This design comes from an exercise in tuning for small area on the open sky130 flow, not from production work. Function was checked by simulation only, so behaviour that the tests miss may differ from the original. No activity file was given, so power comes from the tool's default toggle rates.

rev 12:
==> module FinalProject, before the edit <==
module FinalProject(answer, submit, clk, rst, redOut, greenOut, LCD_ON, LCD_RW, LCD_EN, LCD_RS, LCD_DATA);
output LCD_ON;	 
output LCD_RW;	 
output LCD_EN;	 
output LCD_RS;	 
output [7:0] LCD_DATA;	 
input [10:0] answer;
input submit, clk, rst;
output redOut, greenOut;
localparam	Q       = 3'b000,
		wrong   = 3'b001,
		correct = 3'b010,
		Start   = 3'b011,
		check   = 3'b100,
		pulseW  = 3'b101,
		pulseC  = 3'b110,
		pulseS  = 3'b111;
reg [2:0] S;
reg [4:0] q;
reg Pulse;
reg Match;	 
reg [1:0] Kind;
assign greenOut = Kind[1] & ~Kind[0];
assign redOut = Kind[0] & ~Kind[1];
wire [10:0] SWO;
debounce_DE2_SW deb(clk, rst, answer, SWO);
reg [10:0] Key;
always @(*)
begin
	case (q)
	5'd0:  Key = 11'b00000000001;
	5'd1:  Key = 11'b00000000010;
	5'd2:  Key = 11'b00000000100;
	5'd3:  Key = 11'b00000001000;
	5'd4:  Key = 11'b00000010000;
	5'd5:  Key = 11'b00000100000;
	5'd6:  Key = 11'b00001000000;
	5'd7:  Key = 11'b00010000000;
	5'd8:  Key = 11'b00100000000;
	5'd9:  Key = 11'b01000000000;
	5'd10: Key = 11'b10000000000;
	5'd11: Key = 11'b10000000010;
	5'd12: Key = 11'b10000000100;
	5'd13: Key = 11'b10000001000;
	5'd14: Key = 11'b10000010000;
	5'd15: Key = 11'b10000100000;
	5'd16: Key = 11'b00000000101;
	5'd17: Key = 11'b00000001001;
	5'd18: Key = 11'b00000010001;
	5'd19: Key = 11'b00000100001;
	5'd20: Key = 11'b00001000001;
	5'd21: Key = 11'b00010000001;
	5'd22: Key = 11'b00100000001;
	default: Key = 11'b01000000001;
	endcase
end
always @ (posedge clk or negedge rst)
begin
	if (rst == 1'b0)
	begin
		S <= Start;
		q <= 5'd0;
		Kind <= Start[1:0];
	end
	else
	begin
		if (!S[2])
			Kind <= S[1:0];
		case (S)
		Start:   if (submit) S <= pulseS;
		pulseS:  if (!submit) S <= Q;
		Q:       if (submit) S <= check;
		check:
		begin
			if (!submit) S <= Q;
			else if (Match) S <= correct;
			else S <= wrong;
		end
		wrong:   if (!submit) S <= pulseW;
		correct: if (!submit) S <= pulseC;
		pulseW:  S <= Q;
		pulseC:
		begin
			if (q == 5'd23)
			begin
				q <= 5'd0;
				S <= Start;
			end
			else
			begin
				q <= q + 1'b1;
				S <= Q;
			end
		end
		endcase
	end
end
always @ (posedge clk)
	Pulse <= S[2];
always @ (posedge clk)
	Match <= (SWO == Key);
lcdlab1 info(
	.rst(rst),
  .CLOCK_50(clk),
  .LCD_ON(LCD_ON),
  .LCD_RW(LCD_RW),
  .LCD_EN(LCD_EN),
  .LCD_RS(LCD_RS),
  .LCD_DATA(LCD_DATA),
  .Kind(Kind),
  .Qn(q),
  .Pulse(Pulse)
);
endmodule
==> module debouncer, before the edit <==
module debouncer (clk, rst_n, noisy, clean);
input rst_n, clk, noisy;
output clean;
reg clean;
reg [12:0] cnt;
wire settled = ~|cnt[11:0];
wire fresh = settled & cnt[12];
wire m = cnt[9] ? cnt[2] : cnt[5];
wire in = cnt[12] ^ (settled ? (noisy ^ clean) : ~m);
always @ (posedge clk or negedge rst_n)
begin
	if (rst_n == 1'b0)
	begin
		clean <= 1'b0;
		cnt <= 13'd0;
	end
	else
	begin
		cnt <= {cnt[11:0], in};
		if (fresh)
			clean <= ~clean;
	end
end
endmodule
export LEC_CHECK = 0
export CAP_MARGIN = 20
export CORE_MARGIN = 2
export CORE_UTILIZATION = 65
export SLEW_MARGIN = 20
create_clock -name core_clock -period 10.0 [get_ports {clk}]
standard.sh (not shown) runs the stock make flow with config.mk's settings and CLKGATE_MAP_FILE= SYNTH_SCRIPT=/design/flow/synth_recipe.tcl, a recipe that flattens the netlist after the stock synthesis.
==> flow/flow/run.sh <==
#!/bin/bash
# Own layout flow: the standard ORFS flow (standard.sh), with these
# changes: synthesis leaves adders to ABC (no half/full-adder cells) and maps
# the logic with an area-oriented ABC script (flow/abc_area.script, in a copy
# of ORFS's scripts folder); clock tree synthesis uses the options in
# flow/cts_args.txt (larger clusters, no dummy loads); the ports get the
# buffer cell named in flow/buffer_ports_args.txt.
set -euo pipefail
W=$PWD
rm -rf "$W/scr"
cp -r "$FLOW_HOME/scripts" "$W/scr"
cp "$W/flow/abc_area.script" "$W/scr/abc_area.script"
CTS="$(cat "$W/flow/cts_args.txt")"
EXTRA=()
if [[ -f "$W/flow/buffer_ports_args.txt" ]]; then EXTRA+=("BUFFER_PORTS_ARGS=$(cat "$W/flow/buffer_ports_args.txt")"); fi
bash "$W/standard.sh" SCRIPTS_DIR="$W/scr" ABC_AREA=1 ADDER_MAP_FILE= "CTS_ARGS=$CTS" "${EXTRA[@]}" finish > "$W/orfs_make.log" 2>&1
==> flow/flow/abc_area.script <==
strash
&get -n
&deepsyn -T 30
&dch
&nf -R 1000
&put
topo
==> flow/flow/buffer_ports_args.txt <==
-buffer_cell sky130_fd_sc_hd__buf_1
==> flow/flow/cts_args.txt <==
-sink_clustering_enable -repair_clock_nets -dont_use_dummy_load -buf_list sky130_fd_sc_hd__clkbuf_8 -sink_clustering_size 20 -sink_clustering_max_diameter 50
Changes in rev 13 relative to rev 12:
==> flow/design.v, changed modules only <==
module FinalProject(answer, submit, clk, rst, redOut, greenOut, LCD_ON, LCD_RW, LCD_EN, LCD_RS, LCD_DATA);
output LCD_ON;	 
output LCD_RW;	 
output LCD_EN;	 
output LCD_RS;	 
output [7:0] LCD_DATA;	 
input [10:0] answer;
input submit, clk, rst;
output redOut, greenOut;
localparam	Q       = 3'b000,
		wrong   = 3'b001,
		correct = 3'b010,
		Start   = 3'b011,
		check   = 3'b100,
		pulseW  = 3'b101,
		pulseC  = 3'b110,
		pulseS  = 3'b111;
reg [2:0] S;
reg [4:0] q;
reg Pulse;
reg Match;	 
reg [1:0] Kind;
assign greenOut = Kind[1] & ~Kind[0];
assign redOut = Kind[0] & ~Kind[1];
wire [10:0] SWO;
debounce_DE2_SW deb(clk, rst, answer, SWO);
reg [10:0] Key;
always @(*)
begin
	case (q)
	5'd0:  Key = 11'b00000000001;
	5'd1:  Key = 11'b00000000010;
	5'd2:  Key = 11'b00000000100;
	5'd3:  Key = 11'b00000001000;
	5'd4:  Key = 11'b00000010000;
	5'd5:  Key = 11'b00000100000;
	5'd6:  Key = 11'b00001000000;
	5'd7:  Key = 11'b00010000000;
	5'd8:  Key = 11'b00100000000;
	5'd9:  Key = 11'b01000000000;
	5'd10: Key = 11'b10000000000;
	5'd11: Key = 11'b10000000010;
	5'd12: Key = 11'b10000000100;
	5'd13: Key = 11'b10000001000;
	5'd14: Key = 11'b10000010000;
	5'd15: Key = 11'b10000100000;
	5'd16: Key = 11'b00000000101;
	5'd17: Key = 11'b00000001001;
	5'd18: Key = 11'b00000010001;
	5'd19: Key = 11'b00000100001;
	5'd20: Key = 11'b00001000001;
	5'd21: Key = 11'b00010000001;
	5'd22: Key = 11'b00100000001;
	default: Key = 11'b01000000001;
	endcase
end
always @ (posedge clk or negedge rst)
begin
	if (rst == 1'b0)
	begin
		S <= Start;
		q <= 5'd0;
		Pulse <= 1'b1;
		Kind <= Start[1:0];
	end
	else
	begin
		Pulse <= S[2];
		if (!S[2])
			Kind <= S[1:0];
		case (S)
		Start:   if (submit) S <= pulseS;
		pulseS:  if (!submit) S <= Q;
		Q:       if (submit) S <= check;
		check:
		begin
			if (!submit) S <= Q;
			else if (Match) S <= correct;
			else S <= wrong;
		end
		wrong:   if (!submit) S <= pulseW;
		correct: if (!submit) S <= pulseC;
		pulseW:  S <= Q;
		pulseC:
		begin
			if (q == 5'd23)
			begin
				q <= 5'd0;
				S <= Start;
			end
			else
			begin
				q <= q + 1'b1;
				S <= Q;
			end
		end
		endcase
	end
end
always @ (posedge clk)
	Match <= (SWO == Key);
lcdlab1 info(
	.rst(rst),
  .CLOCK_50(clk),
  .LCD_ON(LCD_ON),
  .LCD_RW(LCD_RW),
  .LCD_EN(LCD_EN),
  .LCD_RS(LCD_RS),
  .LCD_DATA(LCD_DATA),
  .Kind(Kind),
  .Qn(q),
  .Pulse(Pulse)
);
endmodule
module debouncer (clk, rst_n, noisy, clean);
input rst_n, clk, noisy;
output clean;
reg lvl;
reg [12:0] cnt;
wire low0 = ~|cnt[10:0];
wire settled = low0 & ~cnt[11];
wire fresh = settled & cnt[12];
wire last = low0 & cnt[11] & ~cnt[12];
wire fb = cnt[12] ^ cnt[10] ^ cnt[3] ^ (cnt[8] & cnt[0]);
assign clean = lvl ^ fresh;
always @ (posedge clk or negedge rst_n)
begin
	if (rst_n == 1'b0)
	begin
		lvl <= 1'b0;
		cnt <= 13'd0;
	end
	else
	begin
		cnt <= {cnt[11:0], settled ? (noisy ^ lvl) : fb};
		if (last)
			lvl <= ~lvl;
	end
end
endmodule
==> results.txt <==
- Rev 13: non-clock buffer count 2 below rev 12
- Against rev 12, number of standard cells in the final layout excluding fillers in rev 13 rose by a little under 10%.
- Of rev 12 and rev 13, rev 12 shows the higher final critical-path required period, with rev 13 below it.
- Rev 13 improves on rev 12 in switching power summed over all nets.
- Relative to rev 12, summed instance area of the synthesized netlist has increased by 310 sq um in rev 13.
- In the flow results for rev 12 and rev 13, the period utilization is smaller on rev 13.
- Rev 13 was carried through to the last stage, and its layout satisfied the timing, DRC and antenna checks.

re-timing with driven ports:
No port has a modelled driver above. Below, the same layouts with a new extraction and two added sets of constraints.
Step 1: set_driving_cell puts a clkbuf_16 on clk and a buf_2 on each other input, an assumption about the parent block.
Step 2, shift: input delay + t, output delay - t, t = (earliest + latest rising clock arrival at the registers) / 2. This alone moves slack from input paths to output paths.
Slacks: ideal ports / drivers / drivers and shift; pairs: ideal ports / drivers.
run	t (ns)	setup slack, ns	worst setup path after step 2	latest minus earliest clock arrival (ns)
rev 12	0.491	4.225 / 4.225 / 4.225	register to register	0.042 / 0.043
rev 13	0.494	4.721 / 4.721 / 4.721	register to register	0.039 / 0.039
After both steps every run listed still meets setup and hold.
